Source: an optimization exercise on an open RTL-to-GDS flow (aim: small area, a short achievable clock period and few clock cycles). Production flows keep margins and buffers that such runs may drop.
At most, simulation tests tie the RTL to the original design; equivalence was not proved.
The RTL of runs 4 to 6 was laid out without a check of its function.

[flow/config.mk]
export PLATFORM = sky130hd
export DESIGN_NAME = bitcoin_hash1
export DESIGN_NICKNAME = bitcoin_hash1
export VERILOG_FILES = /design/flow/design.v
export SDC_FILE = /design/flow/constraint.sdc
export NUM_CORES = 8
export LEC_CHECK = 0
export ABC_AREA = 1
export CAP_MARGIN = 20
export CORE_MARGIN = 2
export CORE_UTILIZATION = 40
export SETUP_SLACK_MARGIN = 4.7
export SLEW_MARGIN = 20
[flow/constraint.sdc]
create_clock -name core_clock -period 8.0 [get_ports {clk}]
set_input_delay 1.6000 -clock core_clock [delete_from_list [all_inputs] [get_ports {clk}]]
set_output_delay 1.6000 -clock core_clock [all_outputs]
set_load 0.01 [all_outputs]
[flow/design.v]
module bitcoin_hash1(
input logic          clk, reset_n, start,
input logic   [15:0] message_addr, output_addr,
output logic          done, mem_we,
output logic   [15:0] mem_addr,
output logic   [31:0] mem_write_data,
input logic   [31:0] mem_read_data);
localparam logic [31:0] IV0 = 32'h6a09e667, IV1 = 32'hbb67ae85,
                        IV2 = 32'h3c6ef372, IV3 = 32'ha54ff53a,
                        IV4 = 32'h510e527f, IV5 = 32'h9b05688c,
                        IV6 = 32'h1f83d9ab, IV7 = 32'h5be0cd19;
function automatic logic [31:0] sha256_k(input logic [5:0] i);
  case (i)
    6'd0: sha256_k = 32'h428a2f98;
    6'd1: sha256_k = 32'h71374491;
    6'd2: sha256_k = 32'hb5c0fbcf;
    6'd3: sha256_k = 32'he9b5dba5;
    6'd4: sha256_k = 32'h3956c25b;
    6'd5: sha256_k = 32'h59f111f1;
    6'd6: sha256_k = 32'h923f82a4;
    6'd7: sha256_k = 32'hab1c5ed5;
    6'd8: sha256_k = 32'hd807aa98;
    6'd9: sha256_k = 32'h12835b01;
    6'd10: sha256_k = 32'h243185be;
    6'd11: sha256_k = 32'h550c7dc3;
    6'd12: sha256_k = 32'h72be5d74;
    6'd13: sha256_k = 32'h80deb1fe;
    6'd14: sha256_k = 32'h9bdc06a7;
    6'd15: sha256_k = 32'hc19bf174;
    6'd16: sha256_k = 32'he49b69c1;
    6'd17: sha256_k = 32'hefbe4786;
    6'd18: sha256_k = 32'h0fc19dc6;
    6'd19: sha256_k = 32'h240ca1cc;
    6'd20: sha256_k = 32'h2de92c6f;
    6'd21: sha256_k = 32'h4a7484aa;
    6'd22: sha256_k = 32'h5cb0a9dc;
    6'd23: sha256_k = 32'h76f988da;
    6'd24: sha256_k = 32'h983e5152;
    6'd25: sha256_k = 32'ha831c66d;
    6'd26: sha256_k = 32'hb00327c8;
    6'd27: sha256_k = 32'hbf597fc7;
    6'd28: sha256_k = 32'hc6e00bf3;
    6'd29: sha256_k = 32'hd5a79147;
    6'd30: sha256_k = 32'h06ca6351;
    6'd31: sha256_k = 32'h14292967;
    6'd32: sha256_k = 32'h27b70a85;
    6'd33: sha256_k = 32'h2e1b2138;
    6'd34: sha256_k = 32'h4d2c6dfc;
    6'd35: sha256_k = 32'h53380d13;
    6'd36: sha256_k = 32'h650a7354;
    6'd37: sha256_k = 32'h766a0abb;
    6'd38: sha256_k = 32'h81c2c92e;
    6'd39: sha256_k = 32'h92722c85;
    6'd40: sha256_k = 32'ha2bfe8a1;
    6'd41: sha256_k = 32'ha81a664b;
    6'd42: sha256_k = 32'hc24b8b70;
    6'd43: sha256_k = 32'hc76c51a3;
    6'd44: sha256_k = 32'hd192e819;
    6'd45: sha256_k = 32'hd6990624;
    6'd46: sha256_k = 32'hf40e3585;
    6'd47: sha256_k = 32'h106aa070;
    6'd48: sha256_k = 32'h19a4c116;
    6'd49: sha256_k = 32'h1e376c08;
    6'd50: sha256_k = 32'h2748774c;
    6'd51: sha256_k = 32'h34b0bcb5;
    6'd52: sha256_k = 32'h391c0cb3;
    6'd53: sha256_k = 32'h4ed8aa4a;
    6'd54: sha256_k = 32'h5b9cca4f;
    6'd55: sha256_k = 32'h682e6ff3;
    6'd56: sha256_k = 32'h748f82ee;
    6'd57: sha256_k = 32'h78a5636f;
    6'd58: sha256_k = 32'h84c87814;
    6'd59: sha256_k = 32'h8cc70208;
    6'd60: sha256_k = 32'h90befffa;
    6'd61: sha256_k = 32'ha4506ceb;
    6'd62: sha256_k = 32'hbef9a3f7;
    default: sha256_k = 32'hc67178f2;
  endcase
endfunction
function automatic logic [31:0] rotr(input logic [31:0] x, input int s);
  rotr = (x >> s) | (x << (32 - s));
endfunction
localparam logic [1:0] PH_IDLE = 2'd0, PH_B1 = 2'd1, PH_N = 2'd2;
logic [1:0] phase, phase_n;
logic [7:0] cnt, cnt_n;   
logic [3:0] n;            
logic [5:0] kidx;         
wire        last_n = (n == 4'd15);
logic [31:0] A, B, C, D, E, F, G, H, P;
logic [31:0] w [16];
logic [31:0] r [8];
always_comb begin
  phase_n = phase;
  cnt_n = cnt + 8'd1;
  case (phase)
    PH_IDLE: begin cnt_n = 8'd0; if (start) phase_n = PH_B1; end
    PH_B1:   if (cnt == 8'd92) begin phase_n = PH_N; cnt_n = 8'd0; end
    default: if (cnt == 8'd135) cnt_n = 8'd0;
             else if (cnt == 8'd132 && last_n) phase_n = PH_IDLE;
  endcase
end
typedef struct packed {
  logic       ivin;    
  logic [1:0] ivk;
  logic       t12;     
  logic       t12f;    
  logic [2:0] t12k;
  logic       t2;      
  logic       fixon;   
  logic [1:0] fixt;
  logic       wload;   
  logic [2:0] tsel;    
  logic       h2last;  
} ctl_t;
function automatic ctl_t decode(input logic [1:0] ph, input logic [7:0] c);
  ctl_t k;
  logic b1, nn;
  b1 = (ph == PH_B1);
  nn = (ph == PH_N);
  k.ivin   = (b1 && c >= 8'd8 && c <= 8'd11) || (nn && c >= 8'd64 && c <= 8'd67);
  k.ivk    = b1 ? 2'(c - 8'd8) : 2'(c - 8'd64);
  k.t12    = b1 && c >= 8'd76 && c <= 8'd83;
  k.t12f   = b1 && c >= 8'd77 && c <= 8'd84;
  k.t12k   = 3'(c - 8'd77);
  k.t2     = (b1 && c >= 8'd89) || (nn && c >= 8'd132);
  k.fixon  = nn && c >= 8'd66 && c <= 8'd73;
  k.fixt   = 2'(c - 8'd66);
  k.wload  = nn && c == 8'd64;
  k.h2last = nn && c == 8'd130;
  k.tsel   = 3'd0;
  if (b1) begin
    if (c >= 8'd1 && c <= 8'd16) k.tsel = 3'd2;
    else if (c >= 8'd17 && c <= 8'd64) k.tsel = 3'd1;
    else if (c >= 8'd82 && c <= 8'd84) k.tsel = 3'd2;
    else if (c == 8'd85) k.tsel = 3'd3;
    else if (c == 8'd86) k.tsel = 3'd4;
  end else begin
    if (c == 8'd4) k.tsel = 3'd5;
    else if (c >= 8'd5 && c <= 8'd52) k.tsel = 3'd1;
    else if (c == 8'd65) k.tsel = 3'd4;
    else if (c == 8'd72) k.tsel = 3'd6;
    else if (c >= 8'd73 && c <= 8'd120) k.tsel = 3'd1;
    else if (c >= 8'd125 && c <= 8'd127) k.tsel = 3'd2;
    else if (c == 8'd128) k.tsel = 3'd3;
    else if (c == 8'd129) k.tsel = 3'd4;
  end
  decode = k;
endfunction
ctl_t ct, ct_n;
assign ct_n = decode(phase_n, cnt_n);
always_ff @(posedge clk) ct <= ct_n;
wire       ivin = ct.ivin,  t12 = ct.t12, t12f = ct.t12f, t2 = ct.t2, fixon = ct.fixon, wload = ct.wload, h2last = ct.h2last;
wire [1:0] ivk = ct.ivk, fixt = ct.fixt;
wire [2:0] t12k = ct.t12k, tsel = ct.tsel;
wire [3:0] nonce_w = (phase == PH_B1) ? 4'd0 : n + 4'd1;
wire [31:0] s0w  = rotr(w[1], 7) ^ rotr(w[1], 18) ^ (w[1] >> 3);
wire [31:0] s1w  = rotr(w[14], 17) ^ rotr(w[14], 19) ^ (w[14] >> 10);
wire [31:0] vs   = w[0] ^ w[9] ^ s0w;
wire [31:0] vc   = ((w[0] & w[9]) | (w[0] & s0w) | (w[9] & s0w)) << 1;
wire [31:0] us   = vs ^ vc ^ s1w;
wire [31:0] uc   = ((vs & vc) | (vs & s1w) | (vc & s1w)) << 1;
wire [31:0] wnew = us + uc;
logic [31:0] tail;
always_comb begin
  case (tsel)
    3'd1: tail = wnew;
    3'd2: tail = mem_read_data;
    3'd3: tail = {28'd0, nonce_w};
    3'd4: tail = 32'h80000000;
    3'd5: tail = 32'd640;
    3'd6: tail = 32'd256;
    default: tail = 32'd0;
  endcase
end
logic [31:0] rtap;
always_comb begin
  case (fixt)
    2'd0: rtap = r[1]; 2'd1: rtap = r[7]; 2'd2: rtap = r[5]; default: rtap = r[3];
  endcase
end
logic [31:0] ivc;
always_comb begin
  case (t12k)
    3'd0: ivc = IV3; 3'd1: ivc = IV2; 3'd2: ivc = IV1; 3'd3: ivc = IV0;
    3'd4: ivc = IV7; 3'd5: ivc = IV6; 3'd6: ivc = IV5; default: ivc = IV4;
  endcase
end
wire [31:0] h1out = w[7] + (t12f ? ivc : rtap);
function automatic logic [31:0] kconst(input logic last, input logic [5:0] i);
  if (last && i == 6'd63) kconst = 32'h307b5f59;
  else kconst = sha256_k(i);
endfunction
logic [5:0]  kidx_n;
logic [31:0] kval;      
always_ff @(posedge clk) kval <= kconst(ct_n.h2last, kidx_n);
wire [31:0] S0  = rotr(A, 2) ^ rotr(A, 13) ^ rotr(A, 22);
wire [31:0] S1  = rotr(E, 6) ^ rotr(E, 11) ^ rotr(E, 25);
wire [31:0] ch  = (E & F) ^ (~E & G);
wire [31:0] maj = (A & B) ^ (A & C) ^ (B & C);
wire [31:0] xs  = P ^ ch ^ S1;
wire [31:0] xc  = ((P & ch) | (P & S1) | (ch & S1)) << 1;
wire [31:0] ys  = xs ^ xc ^ S0;
wire [31:0] yc  = ((xs & xc) | (xs & S0) | (xc & S0)) << 1;
wire [31:0] zs  = ys ^ yc ^ maj;
wire [31:0] zc  = ((ys & yc) | (ys & maj) | (yc & maj)) << 1;
wire [31:0] es  = xs ^ xc ^ D;
wire [31:0] ec  = ((xs & xc) | (xs & D) | (xc & D)) << 1;
wire [31:0] A_rnd = zs + zc;
wire [31:0] E_rnd = es + ec;
logic [31:0] ivA, ivE;
always_comb begin
  case (ivk)
    2'd0: begin ivA = IV3; ivE = IV7; end
    2'd1: begin ivA = IV2; ivE = IV6; end
    2'd2: begin ivA = IV1; ivE = IV5; end
    default: begin ivA = IV0; ivE = IV4; end
  endcase
end
always_ff @(posedge clk) begin
  if (t12)       begin A <= H;    E <= r[0];   end
  else if (t2)   begin A <= r[4]; E <= r[0];   end
  else if (ivin) begin A <= ivA;  E <= ivE;    end
  else           begin A <= A_rnd; E <= E_rnd; end
  B <= A; C <= B; D <= C;
  F <= E; G <= F; H <= G;
  P <= (G ^ kval ^ w[6]) + (((G & kval) | (G & w[6]) | (kval & w[6])) << 1);
  for (int i = 0; i < 6; i++) w[i] <= w[i+1];
  w[6] <= fixon ? h1out : w[7];
  w[7] <= t12 ? D : w[8];
  if (wload) begin
    w[8] <= A; w[9] <= B; w[10] <= C; w[11] <= D;
    w[12] <= E; w[13] <= F; w[14] <= G; w[15] <= H;
  end else begin
    for (int i = 8; i < 15; i++) w[i] <= w[i+1];
    w[15] <= tail;
  end
  for (int i = 0; i < 7; i++) r[i] <= r[i+1];
  r[7] <= t12f ? h1out : r[0];
end
wire b1 = (phase == PH_B1);
wire nn = (phase == PH_N);
assign kidx_n = ((b1 && (cnt == 8'd10 || cnt == 8'd91)) || (nn && (cnt == 8'd66 || cnt == 8'd134))) ?
                6'd0 : kidx + 6'd1;
always_ff @(posedge clk) begin
  cnt <= cnt_n;
  if (phase == PH_IDLE) n <= 4'd0;
  else if (nn && cnt == 8'd135) n <= n + 4'd1;
  if (phase == PH_IDLE || (b1 && cnt == 8'd79) || (nn && cnt == 8'd122)) mem_addr <= message_addr;
  else if (nn && cnt == 8'd130) mem_addr <= output_addr;
  else mem_addr <= mem_addr + ((b1 && cnt == 8'd80) || (nn && cnt == 8'd123) ? 16'd16 :
                               (nn && cnt == 8'd131) ? {12'd0, n} : 16'd1);
  kidx <= kidx_n;
end
assign mem_write_data = A;
always_ff @(posedge clk, negedge reset_n) begin
  if (!reset_n) begin
    phase <= PH_IDLE;
    done <= 1'b0;
    mem_we <= 1'b0;
  end else begin
    phase <= phase_n;
    mem_we <= nn && cnt == 8'd131;
    if (phase == PH_IDLE && start) done <= 1'b0;
    else if (nn && cnt == 8'd132 && last_n) done <= 1'b1;
  end
end
endmodule
[flow/flow/run.sh]
#!/bin/bash
# Own layout flow: the standard ORFS flow (standard.sh) with the changes
# described in flow/patch_synth.py. Flow settings and constraints are the standard flow's.
set -euo pipefail
python3 flow/patch_synth.py > patch_synth.log 2>&1
bash standard_x.sh finish > flow_make.log 2>&1
[flow/flow/abc.script]
strash
dch
map -B 0.9
topo
stime -c
upsize -c
dnsize -c
[flow/flow/make_vars.txt]
ADDER_MAP_FILE=
CTS_ARGS=-sink_clustering_enable -repair_clock_nets -dont_use_dummy_load -buf_list sky130_fd_sc_hd__clkbuf_8
[flow/flow/patch_synth.py]
# Writes synth_x.tcl, synth_recipe_x.tcl and standard_x.sh in the work folder:
# the standard flow (standard.sh, synth_recipe.tcl, ORFS synth.tcl) with these
# changes, all in how the layout is made:
#  - ABC runs flow/abc.script instead of the ORFS script (if that file exists);
#  - the make variables in flow/make_vars.txt (one NAME=value per line) are added
#    to standard.sh's make command (e.g. no adder-cell extraction, clock-tree options).
# Registers, the synth -nofsm -noshare calls, flattening and renaming are the standard flow's.
import os, shlex
work = os.getcwd()
flow_home = os.environ["FLOW_HOME"]
abc = os.path.join(work, "flow", "abc.script")
s = open(os.path.join(flow_home, "scripts", "synth.tcl")).read()
if os.path.exists(abc):
    old = "  log_cmd abc {*}$abc_args\n"
    assert s.count(old) == 1, "abc line not found"
    s = s.replace(old, """  set i [lsearch -exact $abc_args -script]
  set abc_args [lreplace $abc_args [expr {$i+1}] [expr {$i+1}] %s]
  log_cmd abc {*}$abc_args
""" % abc)
open(os.path.join(work, "synth_x.tcl"), "w").write(s)
b = open(os.path.join(work, "synth_recipe.tcl")).read()
old = "source $::env(SCRIPTS_DIR)/synth.tcl"
assert b.count(old) == 1, "synth.tcl source line not found"
open(os.path.join(work, "synth_recipe_x.tcl"), "w").write(b.replace(old, "source " + os.path.join(work, "synth_x.tcl")))
t = open(os.path.join(work, "standard.sh")).read()
old = "SYNTH_SCRIPT=" + os.path.join(work, "synth_recipe.tcl")
assert t.count(old) == 1, "SYNTH_SCRIPT not found in standard.sh"
t = t.replace(old, "SYNTH_SCRIPT=" + os.path.join(work, "synth_recipe_x.tcl"))
mv = os.path.join(work, "flow", "make_vars.txt")
extra = " ".join(shlex.quote(l.strip()) for l in open(mv) if l.strip()) if os.path.exists(mv) else ""
old = "CLKGATE_MAP_FILE= "
assert t.count(old) == 1, "make line not found in standard.sh"
open(os.path.join(work, "standard_x.sh"), "w").write(t.replace(old, old + extra + " "))
[flow/standard.sh]
#!/bin/bash
# synth_recipe.tcl (not shown) runs the flow's synth.tcl, then flattens the netlist and writes it again
# the make line also repeats each setting of config.mk as NAME=value (left out here)
make -C /OpenROAD-flow-scripts/flow DESIGN_CONFIG=/design/flow/config.mk WORK_HOME=/design/flow/orfs CLKGATE_MAP_FILE= SYNTH_SCRIPT=/design/flow/synth_recipe.tcl "${@:-finish}"
==> impl_metrics.ini, run 1 <==
[clocking]
cts-root-buf = clkbuf_8
cts_htree_levels = 4
clock_tree.buffer_depth = 3
hold_fix_buffers_at_cts = 0
cts_tree = yes
clock_latency_ns = 0.95
post_cts_clock_slew_at_the_launch_and_capture_registers_of_the_worst_setup_and_hold_paths_ns = 0.06
cts_inserted_buffers = 189
cts.sinks = 1139

[cells_and_area]
layout-drive-gt1-share = 0.2242
layout.cells.most_common_list = nand2_1 (2805), dfxtp_1 (971), clkinv_1 (815)
layout_commonest_cell = nand2_1
footprint_of_the_multi_input_gates_um2 = 33720
synthToLayoutAreaGrowth_pct = 27.57
largest_reg_flops = 512
regMostFlops = w
sequential_cell_area_um2 = 23290
layout.filler_cells = 13680
reg_top3 = w (512), r (256)
nets = 8936

[die]
die_area_um2 = 139500
die_w_um = 373.5
boundaryPins = 117
start_util = 0.4031
chipHeight_um = 373.5
core_area_um2 = 135500
num_rows = 135

[sta]
worst_hold_slack_ns = 0.2463
finalWorstPathRequiredPeriod_ns = 3.368
finalSetupTns_ns = 0
slew_headroom = 0.1354
slew_violations = 0
fmaxAchievable_mhz = 296.9
finalHoldViolCount = 0
clock-skew-final_ns = 0.1044
max_slew.worst_pin.slew_ns = 1.297
final_min_period_over_clock_period = 0.4210
report.final.setup_viol = 0
rsz0062_at_grt = true

[worst_setup_path]
worst_setup_path_end_kind = flop
critPathMostFrequentCell = nand2_1
crit_path_cell_trace = clkinv_4 -> nand2_1 -> nand3_1 -> nand2_1 -> clkinv_1 -> nand2_1 -> nand2_1 -> nand2_2 -> nand2_2 -> xor2_2 -> or2_2 -> nand2_2 -> o21ai_0 -> a21oi_1 -> a21boi_2 -> nand3_1 -> nand2_1 -> nand3_1 -> a21oi_4
reg2reg_depth = 19
crit_path_max_fanout = 5
setup.reg_to_reg.worst_slack_ns = 4.63
worst_path_largest_cell_delay_ns = 0.41
slowest_stage = dfxtp_4
timing.critical_path.from_type = flop
critPathArrivalTime_ns = 4.15
timing_worst_setup_path_type = flop to flop
cp_data_required_time_ns = 8.78

[synthesis]
mappedNetlistNets = 8340
number_of_flops_mapped_to_enable_cells_by_yosys = 0
total_standard_cell_area_after_synthesis_um2 = 54600
synthCells = 8273
ys_seq_elements = 1139
ys_seq_area_frac = 0.4179
async_reset_ff_frac = 0.003512
yosysWarningCount = 3
post_synth_num_cell_types = 52
dominantRegCellSynth = dfxtp_1
avgSynthCellArea_um2 = 6.600

[grt]
globalRouteOverflowTotal = 0
grt_antenna_before_repair = 23
grt_pass1_vias = 52230
grt_max_degree = 199
global_route_wire_length_before_repair_mm = 368.7
gr-usage-all-layers = 0.3685

[route]
drt_pass1_iterations = 8
via_cell_ratio = 5.440
drtAntennaViolNets = 0
drc = 0
wl_per_cell_um = 25.17
dr.first_iter.drc_count = 5899
route.vias.total = 57990
wl_mm = 268.3

[min_path]
holdPathStages = 0
worst_hold_path_type = flop to flop

[place]
io_buffers = 116
gp_weighted_congestion = 1.108
detailed_place_hpwl_mm = 213.4

[run_status]
status = finished clean

[job]
maxCapViolations = 0
-- synth_stat cells (all sizes together), types with 2 or more instances --
master / number / area share
xnor2: 145 / 0.023
o311ai: 9 / 0.0014
o22ai: 12 / 0.0014
and2: 7 / 0.00080
o31ai: 7 / 0.00096
maj3: 20 / 0.0037
a32oi: 3 / 0.00048
inv: 3 / 0.00030
dfrtp: 4 / 0.0018
a21boi: 21 / 0.0029
o211ai: 21 / 0.0029
a21oi: 271 / 0.025
o21a: 15 / 0.0021
a221oi: 6 / 0.00096
nor2: 607 / 0.042
nand4: 44 / 0.0050
nor4: 12 / 0.0014
a21o: 9 / 0.0012
o21ai: 571 / 0.053
nand3: 590 / 0.054
nor3: 45 / 0.0043
nor3b: 5 / 0.00069
nand2: 3332 / 0.23
a22oi: 7 / 0.00096
clkinv: 979 / 0.067
a31o: 4 / 0.00064
a22o: 11 / 0.0018
nand3b: 46 / 0.0063
xor2: 197 / 0.032
a211oi: 9 / 0.0012
o2111ai: 5 / 0.00080
o221ai: 7 / 0.0011
o21bai: 11 / 0.0015
or2: 65 / 0.0074
o32ai: 2 / 0.00032
a31oi: 20 / 0.0023
dfxtp: 1135 / 0.42
a32o: 2 / 0.00037
and3: 5 / 0.00057
-- path summary, 6_finish.rpt --
check | start | end
max | E[1] | E[25]
min | r[6][0] | r[5][0]
max reg2reg | E[1] | E[25]
min reg2reg | r[6][0] | r[5][0]
max in group asynchronous | reset_n | phase[0]
min in group asynchronous | reset_n | mem_we
-- cell families after synthesis --
family,Yosys count,synth area share
simple gates,4759,0.3515
flops,1139,0.4179
compound gates,1030,0.1038
buf+inv,983,0.06815
xor+xnor,342,0.05486
fa+ha+maj,20,0.003666
-- layer usage --
layer  track usage  up-vias  wire, um
met5             0        -       121
met4        0.2210       18     19750
met3       0.06840      593     23210
met2        0.5575     2593    113800
met1        0.4877    27390    111400
li1              -    27400         -
-- critical path: cells and delay by family, from the launching register on --
kind | cells | cell delay, ns
and+or+nand+nor | 12 | 1.47
AOI/OAI and AO/OA | 4 | 0.96
DFF | 1 | 0.41
buffers and inverters | 2 | 0.22
xor gates and xnor gates | 1 | 0.16
-- metrics by stage --
step | instance area [um2] | util | cells | setup slack (ns)
5_1_grt | 69640 | 0.5140 | 10650 | 4.479
3_5_place_dp | 58360 | 0.4308 | 10210 | 2.393
4_1_cts | 64590 | 0.4768 | 10500 | 4.532
2_1_floorplan | 54640 | - | 8273 | 4.674
6_report | 69660 | 0.5142 | 10660 | 4.632
3_3_place_gp | 58360 | 0.4308 | 10210 | 2.382
-- repair_timing --
action | in CTS | in global routing
setup buffers | 99 | 144
pin swaps | 73 | 253
setup endpoints to repair | 245 | 175
gates resized for setup | 1026 | 1132
gates cloned | 2 | 3
-- area by class of cell --
class,instances,share of cell area
diodes,11,0.0003952
inverters,983,0.05789
repair buffers,404,0.05382
flip-flops and latches,1139,0.3344
multi-input cells,6151,0.4840
repair inverters,1,0.0001257
well taps,1781,0.03199
clock buffers,189,0.03734
Testbench counts, summed over its fixed seeds: cycles 108,824.
==> run 2, diff against run 1 <==
==> flow/flow/abc.script (replaced) <==
strash
dch
map -a
topo
stime -c
upsize -c
dnsize -c
--- a/flow/config.mk
+++ b/flow/config.mk
@@ -9,5 +9,5 @@
 export CAP_MARGIN = 20
 export CORE_MARGIN = 2
 export CORE_UTILIZATION = 40
-export SETUP_SLACK_MARGIN = 4.7
+export SETUP_SLACK_MARGIN = 4.5
 export SLEW_MARGIN = 20
==> impl_metrics.ini, run 2 <==
[grt]
grt_max_degree = 145
grt_antenna_before_repair = 15
gr-usage-all-layers = 0.3454
grt_pass1_vias = 45220
globalRouteOverflowTotal = 0
global_route_wire_length_before_repair_mm = 312.7

[sta]
max_slew.worst_pin.slew_ns = 1.215
final_min_period_over_clock_period = 0.5940
worst_hold_slack_ns = 0.2658
finalWorstPathRequiredPeriod_ns = 4.752
slew_violations = 0
fmaxAchievable_mhz = 210.5
report.final.setup_viol = 0
finalHoldViolCount = 0
finalSetupTns_ns = 0
slew_headroom = 0.1899
rsz0062_at_grt = true
clock-skew-final_ns = 0.1027

[synthesis]
yosysWarningCount = 3
ys_seq_elements = 1139
async_reset_ff_frac = 0.003512
synthCells = 6765
number_of_flops_mapped_to_enable_cells_by_yosys = 0
netlist_top_cells_count = nand2_1 (1484), dfxtp_1 (1135), nor2_1 (1065), clkinv_1 (955), a21oi_1 (580)
post_synth_num_cell_types = 47
total_standard_cell_area_after_synthesis_um2 = 49700
mappedNetlistNets = 6832
ys_top_cells_by_area = dfxtp_1 (46%), nand2_1 (11%), nor2_1 (8.0%), clkinv_1 (7.2%), xor2_1 (5.9%)
avgSynthCellArea_um2 = 7.347
synth_top_area_frac = 0.4572
netlist.top_cell.by_area = dfxtp_1
dominantRegCellSynth = dfxtp_1
ys_seq_area_frac = 0.4592
synth_most_common_cell = nand2_1

[die]
die_w_um = 356.5
start_util = 0.4025
die_area_um2 = 127100
num_rows = 129
chipHeight_um = 356.5
boundaryPins = 117
core_area_um2 = 123500

[route]
drt_pass1_iterations = 7
via_cell_ratio = 5.227
drc = 0
top_layer = met4
drtAntennaViolNets = 0
met2WireLength_mm = 100.1
wl_per_cell_um = 24.50
dr.first_iter.drc_count = 4490
wl_mm = 227.4
route.vias.total = 48510
dr_wl_met3_mm = 15.85
wl_met1_mm = 94.21

[worst_setup_path]
worst_path_largest_cell_delay_ns = 0.38
critPathArrivalTime_ns = 5.55
r2r-start = E[27]
critPathLaunch = E[27]
timing_worst_setup_path_type = flop to flop
endpoint = E[30]
reg2reg_depth = 31
setup.reg_to_reg.worst_slack_ns = 3.25
worst_setup_path_end_kind = flop
timing.critical_path.max_delay_family = compound AO/OA/AOI/OAI gates
cp_data_required_time_ns = 8.80
critical_path.n_buffers_inverters = 7
timing.critical_path.from_type = flop
crit_cells = 31
slowest_stage = dfxtp_4
crit_path_max_fanout = 3
reg2reg_to = E[30]
critPathMostFrequentCell = nor2_4

[cells_and_area]
nets = 7705
layout-drive-gt1-share = 0.2465
finish.instance_area_um2 = 66750
regMostFlops = w
layout.cells.most_common_list = nand2_1 (1386), dfxtp_1 (1016), nor2_1 (851)
largest_reg_flops = 512
final_cell_count_no_fill = 9280
synthToLayoutAreaGrowth_pct = 34.31
reg_top3 = w (512), r (256)
layout_commonest_cell = nand2_1

[clocking]
cts_tree = yes
hold_fix_buffers_at_cts = 0
clock_tree.buffer_depth = 3
cts_inserted_buffers = 185
cts.sinks = 1139
cts_htree_levels = 4
clock_latency_ns = 0.93
post_cts_clock_slew_at_the_launch_and_capture_registers_of_the_worst_setup_and_hold_paths_ns = 0.06
cts-root-buf = clkbuf_8

[place]
numPlacedInstances = 8570
io_buffers = 116
gp_weighted_congestion = 1.046
detailed_place_hpwl_mm = 171.4
detailed_place.area_um2 = 53840

[job]
maxCapViolations = 0

[min_path]
worst_hold_path_type = flop to flop

[run_status]
status = finished clean
-- run 2: final cells by class --
| class | instances | area, um2 |
|---|---|---|
| antenna | 7 | 17.52 |
| sequential | 1139 | 23150 |
| timing repair buffer | 683 | 6381 |
| timing repair inverter | 1 | 16.27 |
| multi-input combinational | 4672 | 28580 |
| fill | 11520 | 56720 |
| tap | 1637 | 2048 |
| inverter | 956 | 4010 |
| clock buffer | 185 | 2546 |
-- run 2: worst min-delay path by stage --
stage,startpoint,endpoint,depth (start not counted)
3_3_place_gp,r[6][24],r[5][24],0
4_1_cts,r[2][9],r[1][9],0
3_5_place_dp,w[2][20],w[1][20],0
5_1_grt,w[4][11],w[3][11],0
6_report,w[4][11],w[3][11],0
2_1_floorplan,w[2][10],w[1][10],0
-- run 2: cell families after synthesis --
family,synth area share
simple gates,0.2198
mux,0.004431
flops,0.4592
xor+xnor,0.09745
compound gates,0.1408
buf+inv,0.07273
fa+ha+maj,0.005639
-- run 2: layer usage --
layer / track usage / vias up
li1: - / 23220
met1: 0.4441 / 22690
met4: 0.2139 / 0
met3: 0.05468 / 599
met5: 0 / -
met2: 0.5433 / 2000
-- run 2: through the flow --
step	utilization	setup WS (ns)
CTS	0.5096	3.319
floorplan	-	4.096
global placement	0.4360	2.590
finish	0.5406	3.248
detailed placement	0.4360	2.609
global route	0.5405	3.124
-- run 2: repair_timing --
item / 4_1_cts / 5_1_grt
pin swaps: 215 / 307
resized for setup: 1036 / 719
gates cloned: 4 / 4
endpoints found under the setup margin: 248 / 187
setup buffers: 360 / 150
==> run 3, diff against run 2 <==
removed: flow/flow/abc.script
==> impl_metrics.ini, run 3 <==
[synthesis]
dominantRegCellSynth = dfxtp_1
yosys.area_share.xor_xnor = 0.05470
yosys-mux-area-fraction = 0
fraction_of_the_mapped_netlist_area_in_adder_cells = 0.003566
total_standard_cell_area_after_synthesis_um2 = 56130
avgSynthCellArea_um2 = 6.650
ys_top_cells_by_area = dfxtp_1 (40%), nand2_1 (22%), inv_1 (5.8%), nand3_1 (5.1%), o21ai_0 (4.0%)
ys_seq_area_frac = 0.4066
synth_most_common_cell = nand2_1
mappedNetlistNets = 8508
synth-compound-area-share = 0.1026
yosysWarningCount = 3
number_of_flops_mapped_to_enable_cells_by_yosys = 0
synth_top_family_by_area = simple AND/OR/NAND/NOR gates
synth_top_area_frac = 0.4048
synth_simple_gate_area_share = 0.3536
netlist_top_cells_count = nand2_1 (3218), dfxtp_1 (1135), inv_1 (871), nand3_1 (571), nor2_1 (552)
synthCells = 8441
post_synth_num_cell_types = 82
async_reset_ff_frac = 0.003512
netlist.top_cell.by_area = dfxtp_1
ys_seq_elements = 1139

[clocking]
cts_inserted_buffers = 193
cts_htree_levels = 4
cts-root-buf = clkbuf_8
clock_tree.buffer_depth = 3
cts.sinks = 1139
hold_fix_buffers_at_cts = 0
clock_latency_ns = 0.95
cts_tree = yes
post_cts_clock_slew_at_the_launch_and_capture_registers_of_the_worst_setup_and_hold_paths_ns = 0.06

[cells_and_area]
regMostFlops = w
synthToLayoutAreaGrowth_pct = 16.82
largest_reg_flops = 512
layout_commonest_cell = nand2_1
final_core_utilization = 0.4705
layout-drive-gt1-share = 0.1478
layout.cells.most_common_list = nand2_1 (3017), dfxtp_1 (1005), inv_1 (853)
reg_top3 = w (512), r (256)
finish.instance_area_um2 = 65570
nets = 8799

[sta]
fmaxAchievable_mhz = 282.7
finalHoldViolCount = 0
final_min_period_over_clock_period = 0.4422
finalSetupTns_ns = 0
max_slew.worst_pin.slew_ns = 1.268
report.final.setup_viol = 0
clock-skew-final_ns = 0.1017
slew_violations = 0
rsz0062_at_grt = true
finalWorstPathRequiredPeriod_ns = 3.537
slew_headroom = 0.1459

[run_status]
status = finished clean

[worst_setup_path]
critPathLaunch = E[30]
timing.critical_path.from_type = flop
reg2reg_depth = 19
worst_setup_path_end_kind = flop
r2r-start = E[30]
timing_worst_setup_path_type = flop to flop
critPathArrivalTime_ns = 4.32
crit_path_max_fanout = 5
cp_data_required_time_ns = 8.78

[place]
io_buffers = 116
detailed_place.area_um2 = 59250
detailed_place_hpwl_mm = 218.7
gp_weighted_congestion = 1.109

[min_path]
holdPathStages = 0
worst_hold_path_type = flop to flop
hold_path_startpoint = w[4][31]

[grt]
globalRouteOverflowTotal = 0
grt_max_degree = 164
global_route_wire_length_before_repair_mm = 370.7
grt_pass1_vias = 51960
gr-usage-all-layers = 0.3656
grt_antenna_before_repair = 27

[route]
wl_mm = 269.7
wl_per_cell_um = 25.39
drt_pass1_iterations = 8
dr.first_iter.drc_count = 6068
drc = 0
via_cell_ratio = 5.365
drtAntennaViolNets = 0
route.vias.total = 56990

[die]
die_w_um = 378.6
boundaryPins = 117
chipHeight_um = 378.6
die_area_um2 = 143300
start_util = 0.4028
num_rows = 137
core_area_um2 = 139400

[job]
maxCapViolations = 0
==> run 3: worst paths after layout <==
kind                             to  slack [ns]
max                           E[31]        4.46
min                        w[3][31]        0.28
max reg2reg                   E[31]        4.46
min reg2reg                w[3][31]        0.28
max in group asynchronous    mem_we        6.88
min in group asynchronous      done        0.92
==> run 3: logic make-up (layout without fill, tap and decap cells) <==
kind of cell	count (synthesis)	in the layout
buf+inv	1151	1440
other cells	0	15
xor+xnor	342	342
fa+ha+maj	20	20
flops	1139	1139
compound gates	1030	1030
simple gates	4759	4759
==> run 3: cell type report <==
cell class | instances | area, um2
diodes | 15 | 37.54
clock buffers | 193 | 2656
fillers | 14560 | 73790
inverters | 983 | 3779
multi-input cells | 6151 | 31130
flip-flops and latches | 1139 | 23140
well taps | 1876 | 2347
repair buffers | 264 | 2484
==> run 3: critical path, cell delays in order (launching register included) <==
cell and delay (ns):
dfxtp_4 0.43, clkinvlp_4 0.17, buf_4 0.17, nand2_1 0.09, nand2_1 0.06, nand2_1 0.10
nand2_1 0.06, nand3_1 0.10, nand3_1 0.19, nand2_1 0.17, xor2_1 0.27, a21o_1 0.22
nand2_2 0.22, o21ai_1 0.41, a21oi_1 0.12, o21ai_0 0.12, a21oi_1 0.09, nand3_1 0.10
nand2_1 0.08, o21ai_2 0.22
==> run 3: timing repair <==
| item | 4_1_cts | 5_1_grt |
|---|---|---|
| gates resized for setup | 357 | 537 |
| endpoints found under the hold margin | 0 | 0 |
| gates cloned | 1 | 5 |
| setup buffers | 46 | 54 |
| setup endpoints to repair | 196 | 151 |
| pin swaps | 23 | 92 |
==> run 3: metrics by stage <==
stage / hold slack (ns) / worst slack, ns / cells
floorplan: 0.3096 / 5.304 / 8441
global placement: 0.3096 / 3.455 / 10310
detailed placement: 0.3121 / 3.468 / 10310
CTS: 0.2788 / 4.422 / 10550
global route: 0.2906 / 4.426 / 10610
finish: 0.2839 / 4.463 / 10620
==> run 3: metal layers <==
| metal | track usage | vias to the layer above | wire [um] |
|---|---|---|---|
| met4 | 0.2250 | 14 | 19340 |
| met2 | 0.5503 | 2585 | 113500 |
| met3 | 0.06547 | 589 | 22930 |
| li1 | - | 26990 | - |
| met1 | 0.4848 | 26800 | 113800 |
| met5 | 0 | - | 81 |
==> run 4, diff against run 3 <==
--- a/flow/design.v
+++ b/flow/design.v
@@ -207,6 +207,28 @@
 wire [31:0] ec  = ((xs & xc) | (xs & D) | (xc & D)) << 1;
 wire [31:0] A_rnd = zs + zc;
 wire [31:0] E_rnd = es + ec;
+function automatic logic [15:0] pick_a(input logic [1:0] s, input logic [15:0] x0, x1, x2, x3);
+  case (s)
+    2'd0: pick_a = x0; 2'd1: pick_a = x1; 2'd2: pick_a = x2; default: pick_a = x3;
+  endcase
+endfunction
+function automatic logic [15:0] pick_e(input logic [1:0] s, input logic [15:0] x0, x1, x3);
+  case (s)
+    2'd0: pick_e = x0; 2'd1: pick_e = x1; default: pick_e = x3;
+  endcase
+endfunction
+wire        idle_n = (phase_n == PH_IDLE);
+wire [1:0]  acode  = ct_n.t12 ? 2'd1 : ct_n.t2 ? 2'd2 : ct_n.ivin ? 2'd3 : 2'd0;
+wire [1:0]  ecode  = (ct_n.t12 || ct_n.t2) ? 2'd1 : ct_n.ivin ? 2'd3 : 2'd0;
+logic [1:0] asel_lo, asel_hi, esel_lo, esel_hi;
+logic       rld;
+always_ff @(posedge clk) begin
+  asel_lo <= acode;
+  asel_hi <= idle_n ? 2'd3 : acode;
+  esel_lo <= ecode;
+  esel_hi <= idle_n ? 2'd3 : ecode;
+  rld     <= ct_n.t12f || idle_n;
+end
 logic [31:0] ivA, ivE;
 always_comb begin
   case (ivk)
@@ -217,10 +239,10 @@
   endcase
 end
 always_ff @(posedge clk) begin
-  if (t12)       begin A <= H;    E <= r[0];   end
-  else if (t2)   begin A <= r[4]; E <= r[0];   end
-  else if (ivin) begin A <= ivA;  E <= ivE;    end
-  else           begin A <= A_rnd; E <= E_rnd; end
+  A[15:0]  <= pick_a(asel_lo, A_rnd[15:0], H[15:0], r[4][15:0], ivA[15:0]);
+  A[31:16] <= pick_a(asel_hi, A_rnd[31:16], H[31:16], r[4][31:16], ivA[31:16]);
+  E[15:0]  <= pick_e(esel_lo, E_rnd[15:0], r[0][15:0], ivE[15:0]);
+  E[31:16] <= pick_e(esel_hi, E_rnd[31:16], r[0][31:16], ivE[31:16]);
   B <= A; C <= B; D <= C;
   F <= E; G <= F; H <= G;
   P <= (G ^ kval ^ w[6]) + (((G & kval) | (G & w[6]) | (kval & w[6])) << 1);
@@ -235,7 +257,7 @@
     w[15] <= tail;
   end
   for (int i = 0; i < 7; i++) r[i] <= r[i+1];
-  r[7] <= t12f ? h1out : r[0];
+  r[7] <= rld ? h1out : r[0];
 end
 wire b1 = (phase == PH_B1);
 wire nn = (phase == PH_N);
==> flow/flow/abc.script (new file) <==
strash
dch
map -B 0.9
topo
stime -c
upsize -c
dnsize -c
==> impl_metrics.ini, run 4 <==
[run_status]
status = finished clean

[synthesis]
netlist_top_cells_count = nand2_1 (3391), dfxtp_1 (1142), clkinv_1 (1033), nand3_1 (814), nor2_1 (616)
yosys.area_share.xor_xnor = 0.05150
async_reset_ff_frac = 0.003490
total_standard_cell_area_after_synthesis_um2 = 55780
post_synth_num_cell_types = 51
synth_most_common_cell = nand2_1
synth_top_family_by_area = simple AND/OR/NAND/NOR gates
yosysWarningCount = 3
ys_seq_area_frac = 0.4116
yosys-mux-area-fraction = 0.003835
ys_seq_elements = 1146
avgSynthCellArea_um2 = 6.557
ys_top_cells_by_area = dfxtp_1 (41%), nand2_1 (23%), nand3_1 (7.3%), clkinv_1 (7.0%), o21ai_0 (4.5%)
synthCells = 8508
dominantRegCellSynth = dfxtp_1
synth_simple_gate_area_share = 0.3659
mappedNetlistNets = 8575
fraction_of_the_mapped_netlist_area_in_adder_cells = 0.001794
synth_top_area_frac = 0.4098
netlist.top_cell.by_area = dfxtp_1
number_of_flops_mapped_to_enable_cells_by_yosys = 0
synth-compound-area-share = 0.09505

[route]
dr.first_iter.drc_count = 6228
drc = 0
wl_per_cell_um = 24.46
drt_pass1_iterations = 7
wl_mm = 265.2
drtAntennaViolNets = 0
via_cell_ratio = 5.379
route.vias.total = 58320

[clocking]
cts_htree_levels = 4
cts.sinks = 1146
cts_tree = yes
cts_inserted_buffers = 191
hold_fix_buffers_at_cts = 0
clock_latency_ns = 0.98
post_cts_clock_slew_at_the_launch_and_capture_registers_of_the_worst_setup_and_hold_paths_ns = 0.06
cts-root-buf = clkbuf_8
clock_tree.buffer_depth = 3

[sta]
slew_headroom = 0.1042
report.final.setup_viol = 0
rsz0062_at_grt = true
finalWorstPathRequiredPeriod_ns = 3.464
clock-skew-final_ns = 0.1258
final_min_period_over_clock_period = 0.4330
finalSetupTns_ns = 0
finalHoldViolCount = 0
slew_violations = 0
fmaxAchievable_mhz = 288.7
max_slew.worst_pin.slew_ns = 1.344
post-route-worst-setup-slack_ns = 4.536

[min_path]
worst_hold_path_type = flop to flop

[cells_and_area]
regMostFlops = w
nets = 9029
layout.cells.most_common_list = nand2_1 (3158), dfxtp_1 (1013), clkinv_1 (951)
layout.filler_cells = 14370
layout_commonest_cell = nand2_1
synthToLayoutAreaGrowth_pct = 18.54
largest_reg_flops = 512
reg_top3 = w (512), r (256)
final_core_utilization = 0.4757
layout-drive-gt1-share = 0.1321

[die]
chipHeight_um = 377.4
start_util = 0.4013
die_w_um = 377.4
num_rows = 137
die_area_um2 = 142500
boundaryPins = 117
core_area_um2 = 139000

[worst_setup_path]
crit_path_max_fanout = 6
timing.critical_path.from_type = flop
timing_worst_setup_path_type = flop to primary output
worst_setup_path_end_kind = primary output
cp_data_required_time_ns = 6.40
critPathArrivalTime_ns = 1.86

[grt]
gr-usage-all-layers = 0.3631
grt_max_degree = 171
grt_antenna_before_repair = 20
grt_pass1_vias = 52790
global_route_wire_length_before_repair_mm = 368.7
globalRouteOverflowTotal = 0

[place]
detailed_place_hpwl_mm = 215.3
io_buffers = 116
gp_weighted_congestion = 1.077
place_ws_ns = 2.969

[job]
maxCapViolations = 0
## run 4: cell types whose count changed after synthesis, moves of 103 or more
cell / change
clkinv_1: +1027
inv_1: -871
nand3_1: +243
nand2_1: +173
nand2_2: -108
clkbuf_1: -107
inv_2: -104
o21ai_1: -103
## run 4: what timing repair did
item	CTS	global route
setup buffers	42	63
gates resized for setup	499	588
pin swaps	11	44
setup endpoints to repair	225	166
## run 4: area by class of cell
type	count	area [um2]	area share
antenna	6	15.01	0.0002271
clock buffer	191	2629	0.03975
tap	1876	2347	0.03550
timing repair buffer	261	2389	0.03612
multi-input combinational	6325	31360	0.4743
sequential	1146	23280	0.3520
inverter	1037	4104	0.06206
## run 4: routing by layer
layer  share of wire  GRT usage  up-vias
li1                -          -    27950
met1            0.42     0.4744    27050
met2            0.42     0.5554     2705
met3           0.086    0.07020      612
met4           0.074     0.2141        8
met5         0.00017          0        -
## run 4: critical path: stages (launching register included)
cell and delay [ns]:
dfxtp_1 0.41, buf_8 0.22, dlygate4sd2_1 0.30
## run 4: cells by family (layout without fill, tap and decap cells)
family / count (synthesis) / after routing
other: 0 / 6
xor gates and xnor gates: 328 / 328
and+or+nand+nor: 5027 / 5027
adders and majority gates: 10 / 10
muxes: 19 / 19
buffers and inverters: 1037 / 1489
AOI/OAI and AO/OA: 941 / 941
DFF: 1146 / 1146
## run 4: path summary, 6_finish.rpt
path                       slack, ns                end  cells past startpoint  startpoint
max in group asynchronous       6.94           phase[1]                      1     reset_n
setup reg to reg                4.54              A[27]                     26       E[17]
hold / removal                  0.26           r[1][18]                      0    r[2][18]
hold reg to reg                 0.26           r[1][18]                      0    r[2][18]
setup / recovery                4.54  mem_write_data[0]                      2        A[0]
min in group asynchronous       0.89             mem_we                      1     reset_n
## run 4: stage by stage
stage	cell area [um2]	cells	hold WS [ns]
after floorplan	55800	8508	0.3096
after global placement	59610	10540	0.3099
after detailed placement	59610	10540	0.3121
after CTS	63760	10770	0.2461
after global routing	66110	10840	0.2583
final	66120	10840	0.2638
==> run 5, diff against run 4 <==
--- a/flow/config.mk
+++ b/flow/config.mk
@@ -9,5 +9,6 @@
 export CAP_MARGIN = 20
 export CORE_MARGIN = 2
 export CORE_UTILIZATION = 40
+export PLACE_DENSITY = 0.65
 export SETUP_SLACK_MARGIN = 4.5
 export SLEW_MARGIN = 20
==> impl_metrics.ini, run 5 <==
[worst_setup_path]
cp_data_required_time_ns = 8.74
crit_path_cell_trace = clkinv_4 -> nand2_1 -> nand3_2 -> nand2_1 -> clkinv_1 -> nand2_1 -> nand2_2 -> nand2_4 -> a21oi_1 -> or2_2 -> nand2_4 -> o21ai_2 -> a21oi_2 -> clkinv_1 -> nor2_2 -> nand2_1 -> nand3_1 -> nand3_1 -> o211ai_1
crit_path_max_fanout = 6
worst_setup_path_end_kind = flop
slowest_stage = dfxtp_4
critical_path.n_buffers_inverters = 3
timing.critical_path.from_type = flop
worst_path_largest_cell_delay_ns = 0.46
timing_worst_setup_path_type = flop to flop
timing.critical_path.max_delay_family = simple AND/OR/NAND/NOR gates
critPathMostFrequentCell = nand2_1
critPathArrivalTime_ns = 4.26

[job]
maxCapViolations = 0

[grt]
grt_pass1_vias = 53160
global_route_wire_length_before_repair_mm = 377.4
gr-usage-all-layers = 0.3731
grt_max_degree = 149
grt_antenna_before_repair = 22
globalRouteOverflowTotal = 0

[clocking]
clock_tree.buffer_depth = 3
cts_inserted_buffers = 189
hold_fix_buffers_at_cts = 0
cts-root-buf = clkbuf_8
post_cts_clock_slew_at_the_launch_and_capture_registers_of_the_worst_setup_and_hold_paths_ns = 0.06
cts_htree_levels = 4
cts_tree = yes
cts.sinks = 1146
clock_latency_ns = 0.93

[die]
core_area_um2 = 139000
die_area_um2 = 142500
num_rows = 137
boundaryPins = 117
die_w_um = 377.4
chipHeight_um = 377.4
start_util = 0.4013

[cells_and_area]
synthToLayoutAreaGrowth_pct = 19.30
final_core_utilization = 0.4787
reg_top3 = w (512), r (256)
layout.cells.most_common_list = nand2_1 (3129), dfxtp_1 (1008), clkinv_1 (944)
layout.filler_cells = 14370
finish.instance_area_um2 = 66550
regMostFlops = w
layout-drive-gt1-share = 0.1409
largest_reg_flops = 512
nets = 9013
layout_commonest_cell = nand2_1

[synthesis]
dominantRegCellSynth = dfxtp_1
avgSynthCellArea_um2 = 6.557
yosysWarningCount = 3
ys_seq_area_frac = 0.4116
synthCells = 8508
ys_top_cells_by_area = dfxtp_1 (41%), nand2_1 (23%), nand3_1 (7.3%), clkinv_1 (7.0%), o21ai_0 (4.5%)
async_reset_ff_frac = 0.003490
synth_most_common_cell = nand2_1
netlist.top_cell.by_area = dfxtp_1
synth_top_area_frac = 0.4098
mappedNetlistNets = 8575
total_standard_cell_area_after_synthesis_um2 = 55780
post_synth_num_cell_types = 51
number_of_flops_mapped_to_enable_cells_by_yosys = 0
netlist_top_cells_count = nand2_1 (3391), dfxtp_1 (1142), clkinv_1 (1033), nand3_1 (814), nor2_1 (616)
ys_seq_elements = 1146

[sta]
finalWorstPathRequiredPeriod_ns = 3.516
finalHoldViolCount = 0
fmaxAchievable_mhz = 284.4
slew_headroom = 0.1530
slew_violations = 0
finalSetupTns_ns = 0
clock-skew-final_ns = 0.08830
final_min_period_over_clock_period = 0.4395
worst_hold_slack_ns = 0.2691
max_slew.worst_pin.slew_ns = 1.271
rsz0062_at_grt = true
report.final.setup_viol = 0

[place]
gp_weighted_congestion = 1.062
detailed_place.area_um2 = 59620
io_buffers = 116
detailed_place_hpwl_mm = 223.9

[min_path]
worst_hold_path_type = flop to flop

[route]
via_cell_ratio = 5.453
drtAntennaViolNets = 0
wl_mm = 274.5
dr.first_iter.drc_count = 6430
drt_pass1_iterations = 8
drc = 0
wl_per_cell_um = 25.36
route.vias.total = 59030

[run_status]
status = finished clean
[run 5: changes by cell type in the layout (fill, tap and decap cells not counted), sizes merged, moves of 9 or more]
cell / previous run / this run
dlygate4sd2: 38 / 26
clkinv: 986 / 976
buf: 145 / 129
clkdlybuf4s50: 76 / 89
inv: 39 / 48
[run 5: final timing paths]
path | from | end | slack [ns] | cells after the start
min reg2reg | w[4][15] | w[3][15] | 0.27 | 0
min | w[4][15] | w[3][15] | 0.27 | 0
max in group asynchronous | reset_n | mem_we | 6.88 | 1
max | E[13] | E[17] | 4.48 | 19
min in group asynchronous | reset_n | done | 0.91 | 1
max reg2reg | E[13] | E[17] | 4.48 | 19
[run 5: cells by family (layout without fill, tap and decap cells)]
| kind of cell | count (synthesis) | count (layout) | share of synthesized area |
|---|---|---|---|
| AOI/OAI and AO/OA | 941 | 941 | 0.09505 |
| xor gates and xnor gates | 328 | 328 | 0.05150 |
| adders and majority gates | 10 | 10 | 0.001794 |
| buffers and inverters | 1037 | 1472 | 0.07029 |
| DFF | 1146 | 1146 | 0.4116 |
| muxes | 19 | 19 | 0.003835 |
| other | 0 | 5 | 0 |
| and+or+nand+nor | 5027 | 5028 | 0.3659 |
[run 5: per-stage QoR]
stage | worst slack [ns] | instances
after detailed placement | 2.816 | 10540
after floorplan | 4.552 | 8508
after CTS | 4.446 | 10770
after global routing | 4.405 | 10820
after global placement | 3.075 | 10540
final | 4.484 | 10830
[run 5: layout make-up]
cell class | instances | area (um2) | area share
Clock buffer | 189 | 2601 | 0.03908
Tap cell | 1876 | 2347 | 0.03527
Sequential cell | 1146 | 23310 | 0.3503
Multi-Input combinational cell | 6326 | 31900 | 0.4793
Inverter | 1037 | 4114 | 0.06181
Timing Repair Buffer | 246 | 2268 | 0.03408
Antenna cell | 5 | 12.51 | 0.0001880
[run 5: repair_timing]
action                                 in CTS  in global routing
pin swaps                                  13                 70
setup endpoints to repair                 227                172
buffers inserted                           38                 52
endpoints found under the hold margin       0                  0
cloned                                      0                  2
gates resized for setup                   548                672
[run 5: routing by layer]
| metal | GRT usage | vias up | share of wire |
|---|---|---|---|
| met5 | 0 | - | 0.00022 |
| met3 | 0.06233 | 606 | 0.083 |
| met1 | 0.4948 | 27820 | 0.42 |
| li1 | - | 27890 | - |
| met4 | 0.2131 | 10 | 0.067 |
| met2 | 0.5725 | 2703 | 0.43 |
==> run 6, diff against run 5 <==
--- a/flow/design.v
+++ b/flow/design.v
@@ -94,7 +94,7 @@
   cnt_n = cnt + 8'd1;
   case (phase)
     PH_IDLE: begin cnt_n = 8'd0; if (start) phase_n = PH_B1; end
-    PH_B1:   if (cnt == 8'd92) begin phase_n = PH_N; cnt_n = 8'd0; end
+    PH_B1:   if (cnt == 8'd86) begin phase_n = PH_N; cnt_n = 8'd0; end
     default: if (cnt == 8'd135) cnt_n = 8'd0;
              else if (cnt == 8'd132 && last_n) phase_n = PH_IDLE;
   endcase
@@ -122,7 +122,7 @@
   k.t12    = b1 && c >= 8'd76 && c <= 8'd83;
   k.t12f   = b1 && c >= 8'd77 && c <= 8'd84;
   k.t12k   = 3'(c - 8'd77);
-  k.t2     = (b1 && c >= 8'd89) || (nn && c >= 8'd132);
+  k.t2     = (b1 && c >= 8'd83) || (nn && c >= 8'd132);
   k.fixon  = nn && c >= 8'd66 && c <= 8'd73;
   k.fixt   = 2'(c - 8'd66);
   k.wload  = nn && c == 8'd64;
@@ -131,9 +131,9 @@
   if (b1) begin
     if (c >= 8'd1 && c <= 8'd16) k.tsel = 3'd2;
     else if (c >= 8'd17 && c <= 8'd64) k.tsel = 3'd1;
-    else if (c >= 8'd82 && c <= 8'd84) k.tsel = 3'd2;
-    else if (c == 8'd85) k.tsel = 3'd3;
-    else if (c == 8'd86) k.tsel = 3'd4;
+    else if (c >= 8'd76 && c <= 8'd78) k.tsel = 3'd2;
+    else if (c == 8'd79) k.tsel = 3'd3;
+    else if (c == 8'd80) k.tsel = 3'd4;
   end else begin
     if (c == 8'd4) k.tsel = 3'd5;
     else if (c >= 8'd5 && c <= 8'd52) k.tsel = 3'd1;
@@ -175,7 +175,7 @@
 logic [31:0] rtap;
 always_comb begin
   case (fixt)
-    2'd0: rtap = r[1]; 2'd1: rtap = r[7]; 2'd2: rtap = r[5]; default: rtap = r[3];
+    2'd0: rtap = r[7]; 2'd1: rtap = r[5]; 2'd2: rtap = r[3]; default: rtap = r[1];
   endcase
 end
 logic [31:0] ivc;
@@ -193,18 +193,23 @@
 logic [5:0]  kidx_n;
 logic [31:0] kval;      
 always_ff @(posedge clk) kval <= kconst(ct_n.h2last, kidx_n);
+function automatic logic [31:0] maj3(input logic [31:0] a, b, c);
+  maj3 = (a & b) | (a & c) | (b & c);
+endfunction
 wire [31:0] S0  = rotr(A, 2) ^ rotr(A, 13) ^ rotr(A, 22);
 wire [31:0] S1  = rotr(E, 6) ^ rotr(E, 11) ^ rotr(E, 25);
 wire [31:0] ch  = (E & F) ^ (~E & G);
 wire [31:0] maj = (A & B) ^ (A & C) ^ (B & C);
-wire [31:0] xs  = P ^ ch ^ S1;
-wire [31:0] xc  = ((P & ch) | (P & S1) | (ch & S1)) << 1;
-wire [31:0] ys  = xs ^ xc ^ S0;
-wire [31:0] yc  = ((xs & xc) | (xs & S0) | (xc & S0)) << 1;
-wire [31:0] zs  = ys ^ yc ^ maj;
-wire [31:0] zc  = ((ys & yc) | (ys & maj) | (yc & maj)) << 1;
-wire [31:0] es  = xs ^ xc ^ D;
-wire [31:0] ec  = ((xs & xc) | (xs & D) | (xc & D)) << 1;
+wire [31:0] as1 = P ^ ch ^ maj;                   
+wire [31:0] ac1 = maj3(P, ch, maj) << 1;
+wire [31:0] as2 = S0 ^ S1 ^ ac1;
+wire [31:0] ac2 = maj3(S0, S1, ac1) << 1;
+wire [31:0] zs  = as1 ^ as2 ^ ac2;
+wire [31:0] zc  = maj3(as1, as2, ac2) << 1;
+wire [31:0] es1 = P ^ ch ^ D;                     
+wire [31:0] ec1 = maj3(P, ch, D) << 1;
+wire [31:0] es  = es1 ^ ec1 ^ S1;
+wire [31:0] ec  = maj3(es1, ec1, S1) << 1;
 wire [31:0] A_rnd = zs + zc;
 wire [31:0] E_rnd = es + ec;
 function automatic logic [15:0] pick_a(input logic [1:0] s, input logic [15:0] x0, x1, x2, x3);
@@ -218,7 +223,7 @@
   endcase
 endfunction
 wire        idle_n = (phase_n == PH_IDLE);
-wire [1:0]  acode  = ct_n.t12 ? 2'd1 : ct_n.t2 ? 2'd2 : ct_n.ivin ? 2'd3 : 2'd0;
+wire [1:0]  acode  = ct_n.t2 ? 2'd2 : ct_n.t12 ? 2'd1 : ct_n.ivin ? 2'd3 : 2'd0;
 wire [1:0]  ecode  = (ct_n.t12 || ct_n.t2) ? 2'd1 : ct_n.ivin ? 2'd3 : 2'd0;
 logic [1:0] asel_lo, asel_hi, esel_lo, esel_hi;
 logic       rld;
@@ -239,10 +244,10 @@
   endcase
 end
 always_ff @(posedge clk) begin
-  A[15:0]  <= pick_a(asel_lo, A_rnd[15:0], H[15:0], r[4][15:0], ivA[15:0]);
-  A[31:16] <= pick_a(asel_hi, A_rnd[31:16], H[31:16], r[4][31:16], ivA[31:16]);
-  E[15:0]  <= pick_e(esel_lo, E_rnd[15:0], r[0][15:0], ivE[15:0]);
-  E[31:16] <= pick_e(esel_hi, E_rnd[31:16], r[0][31:16], ivE[31:16]);
+  A[15:0]  <= pick_a(asel_lo, A_rnd[15:0], H[15:0], r[2][15:0], ivA[15:0]);
+  A[31:16] <= pick_a(asel_hi, A_rnd[31:16], H[31:16], r[2][31:16], ivA[31:16]);
+  E[15:0]  <= pick_e(esel_lo, E_rnd[15:0], r[6][15:0], ivE[15:0]);
+  E[31:16] <= pick_e(esel_hi, E_rnd[31:16], r[6][31:16], ivE[31:16]);
   B <= A; C <= B; D <= C;
   F <= E; G <= F; H <= G;
   P <= (G ^ kval ^ w[6]) + (((G & kval) | (G & w[6]) | (kval & w[6])) << 1);
@@ -261,15 +266,15 @@
 end
 wire b1 = (phase == PH_B1);
 wire nn = (phase == PH_N);
-assign kidx_n = ((b1 && (cnt == 8'd10 || cnt == 8'd91)) || (nn && (cnt == 8'd66 || cnt == 8'd134))) ?
+assign kidx_n = ((b1 && (cnt == 8'd10 || cnt == 8'd85)) || (nn && (cnt == 8'd66 || cnt == 8'd134))) ?
                 6'd0 : kidx + 6'd1;
 always_ff @(posedge clk) begin
   cnt <= cnt_n;
   if (phase == PH_IDLE) n <= 4'd0;
   else if (nn && cnt == 8'd135) n <= n + 4'd1;
-  if (phase == PH_IDLE || (b1 && cnt == 8'd79) || (nn && cnt == 8'd122)) mem_addr <= message_addr;
+  if (phase == PH_IDLE || (b1 && cnt == 8'd73) || (nn && cnt == 8'd122)) mem_addr <= message_addr;
   else if (nn && cnt == 8'd130) mem_addr <= output_addr;
-  else mem_addr <= mem_addr + ((b1 && cnt == 8'd80) || (nn && cnt == 8'd123) ? 16'd16 :
+  else mem_addr <= mem_addr + ((b1 && cnt == 8'd74) || (nn && cnt == 8'd123) ? 16'd16 :
                                (nn && cnt == 8'd131) ? {12'd0, n} : 16'd1);
   kidx <= kidx_n;
 end
--- a/flow/config.mk
+++ b/flow/config.mk
@@ -9,6 +9,5 @@
 export CAP_MARGIN = 20
 export CORE_MARGIN = 2
 export CORE_UTILIZATION = 40
-export PLACE_DENSITY = 0.65
 export SETUP_SLACK_MARGIN = 4.5
 export SLEW_MARGIN = 20
==> impl_metrics.ini, run 6 <==
[route]
wl_per_cell_um = 25.33
drtAntennaViolNets = 0
route.vias.total = 62910
wl_mm = 293.0
drc = 0
via_cell_ratio = 5.437
drt_pass1_iterations = 9
dr.first_iter.drc_count = 6708

[synthesis]
dominantRegCellSynth = dfxtp_1
mappedNetlistNets = 9258
ys_seq_area_frac = 0.3971
synthCells = 9191
post_synth_num_cell_types = 50
number_of_flops_mapped_to_enable_cells_by_yosys = 0
netlist.top_cell.by_area = dfxtp_1
yosysWarningCount = 3
ys_seq_elements = 1146
total_standard_cell_area_after_synthesis_um2 = 57830
async_reset_ff_frac = 0.003490
synth_top_area_frac = 0.3953
netlist_top_cells_count = nand2_1 (3853), clkinv_1 (1208), dfxtp_1 (1142), nand3_1 (918), nor2_1 (613)
synth_most_common_cell = nand2_1
avgSynthCellArea_um2 = 6.292
ys_top_cells_by_area = dfxtp_1 (40%), nand2_1 (25%), nand3_1 (7.9%), clkinv_1 (7.8%), o21ai_0 (4.3%)

[worst_setup_path]
setup.reg_to_reg.worst_slack_ns = 4.43
timing_worst_setup_path_type = flop to flop
r2r-start = ct[12]
worst_setup_path_end_kind = flop
reg2reg_to = w[6][28]
cp_data_required_time_ns = 8.73
critPathArrivalTime_ns = 4.30
reg2reg_depth = 14
timing.critical_path.from_type = flop
crit_path_max_fanout = 28

[sta]
report.final.setup_viol = 0
rsz0062_at_grt = true
finalWorstPathRequiredPeriod_ns = 3.568
clock-skew-final_ns = 0.1592
fmaxAchievable_mhz = 280.3
max_slew.worst_pin.slew_ns = 1.063
slew_headroom = 0.2907
final_min_period_over_clock_period = 0.4460
finalSetupTns_ns = 0
finalHoldViolCount = 0
slew_violations = 0

[min_path]
holdPathStages = 0
timing.hold.worst_endpoint = r[4][9]
hold_path_startpoint = r[5][9]
worst_hold_path_type = flop to flop

[job]
maxCapViolations = 0

[die]
core_area_um2 = 143500
die_area_um2 = 147600
die_w_um = 384.2
num_rows = 139
chipHeight_um = 384.2
start_util = 0.4031
boundaryPins = 117

[cells_and_area]
layout.filler_cells = 15020
nets = 9728
layout_commonest_cell = nand2_1
reg_top3 = w (512), r (256)
layout-drive-gt1-share = 0.1274
largest_reg_flops = 512
final_core_utilization = 0.4792
layout.cells.most_common_list = nand2_1 (3633), clkinv_1 (1108), dfxtp_1 (1014)
regMostFlops = w
synthToLayoutAreaGrowth_pct = 18.88

[clocking]
cts_htree_levels = 4
clock_tree.buffer_depth = 3
cts.sinks = 1146
cts_tree = yes
hold_fix_buffers_at_cts = 0
cts-root-buf = clkbuf_8
clock_latency_ns = 0.96
cts_inserted_buffers = 193
post_cts_clock_slew_at_the_launch_and_capture_registers_of_the_worst_setup_and_hold_paths_ns = 0.06

[grt]
grt_antenna_before_repair = 16
globalRouteOverflowTotal = 0
global_route_wire_length_before_repair_mm = 404.5
grt_pass1_vias = 56430
grt_max_degree = 196
gr-usage-all-layers = 0.3853

[place]
io_buffers = 116
detailed_place_hpwl_mm = 241.2
gp_weighted_congestion = 1.084

[run_status]
status = finished clean
-- run 6: stage by stage --
stage	cells	setup WS [ns]	instance area (um2)	hold slack (ns)
after floorplan	9191	4.612	57840	0.3096
after detailed placement	11250	2.790	61740	0.3121
after global placement	11250	2.843	61730	0.3099
after global routing	11560	4.388	68730	0.2347
after CTS	11500	4.419	66390	0.2228
final	11570	4.432	68750	0.2372
-- run 6: per-layer routing --
layer,vias to the layer above,GRT usage,routed length (um)
met2,3019,0.5891,123900
met5,-,0,69
met3,675,0.08400,28040
met1,29190,0.5012,120700
met4,10,0.2177,20300
li1,30020,-,-
-- run 6: how the worst max path moves through the flow --
stage / startpoint / endpoint / cells after the start
floorplan: ct[14] / kval[10] / 15
global placement: ct[14] / kval[10] / 16
detailed placement: ct[14] / kval[10] / 16
CTS: ct[14] / w[6][7] / 17
global route: ct[6] / r[7][19] / 21
finish: ct[12] / w[6][28] / 14
-- run 6: cell type report --
type                    count  area (um2)  area share
clock buffers             193        2656     0.03864
flip-flops and latches   1146       23260      0.3383
well taps                1903        2381     0.03463
multi-input cells        6836       33130      0.4820
inverters                1211        4742     0.06898
diodes                      8       20.02   0.0002912
repair buffers            273        2556     0.03718
-- run 6: cells by family (layout without fill, tap and decap cells) --
group	Yosys count	after routing	share of synthesized area
other cells	0	8	0
compound gates	968	968	0.09305
fa+ha+maj	1	1	0.0001731
simple gates	5654	5656	0.3986
buf+inv	1211	1677	0.07914
flops	1146	1146	0.3971
xor+xnor	210	210	0.03180
mux	1	1	0.0001947
-- run 6: critical path: stages (launching register included) --
cell      delay, ns
dfxtp_4        0.43
clkinv_4       0.14
buf_6          0.23
nor2_1         0.17
clkinv_1       0.21
o21a_1         0.29
o31ai_1        0.36
or2_2          0.21
nand2_1        0.16
nor3_1         0.45
nand4_1        0.33
nand2_1        0.14
nand2_1        0.07
nand3_1        0.08
nand2_1        0.08
-- run 6: what timing repair did --
| action | 4_1_cts | 5_1_grt |
|---|---|---|
| gates resized for setup | 593 | 562 |
| pin swaps | 24 | 56 |
| setup buffers | 49 | 65 |
| gates cloned | 2 | 1 |
| setup endpoints to repair | 260 | 184 |

-- separate check: timing with driven ports --
In the flow no input, the clock included, has a driving cell. The finished layouts below were timed again as built, in two steps. Step 1: set_driving_cell puts a clkbuf_16 on clk and a buf_2 on each other input, an assumption about the parent block. Step 2 times the ports against the registers' clock, not the clock port: input delays grow and output delays shrink by t, the midpoint of the rising clock arrivals with the driver on. a / b / c = ideal / step 1 / step 2; a / b = the first two.
| run | t (ns) | setup WS [ns] | worst setup path at the end |
|---|---|---|---|
| run 1 | 0.970 | 4.632 / 4.632 / 4.016 | input to register |
| run 2 | 0.945 | 3.248 / 3.248 / 3.248 | register to register |
| run 3 | 0.965 | 4.463 / 4.463 / 4.044 | input to register |
| run 4 | 0.986 | 4.536 / 4.465 / 3.876 | input to register |
| run 5 | 0.957 | 4.484 / 4.483 / 3.955 | input to register |
| run 6 | 0.955 | 4.432 / 4.432 / 3.872 | input to register |
After both steps setup and hold are still met in every run listed. The setup slack of run 4, which loses most, moves by -0.071 ns with the drivers and by -0.660 ns with both steps.
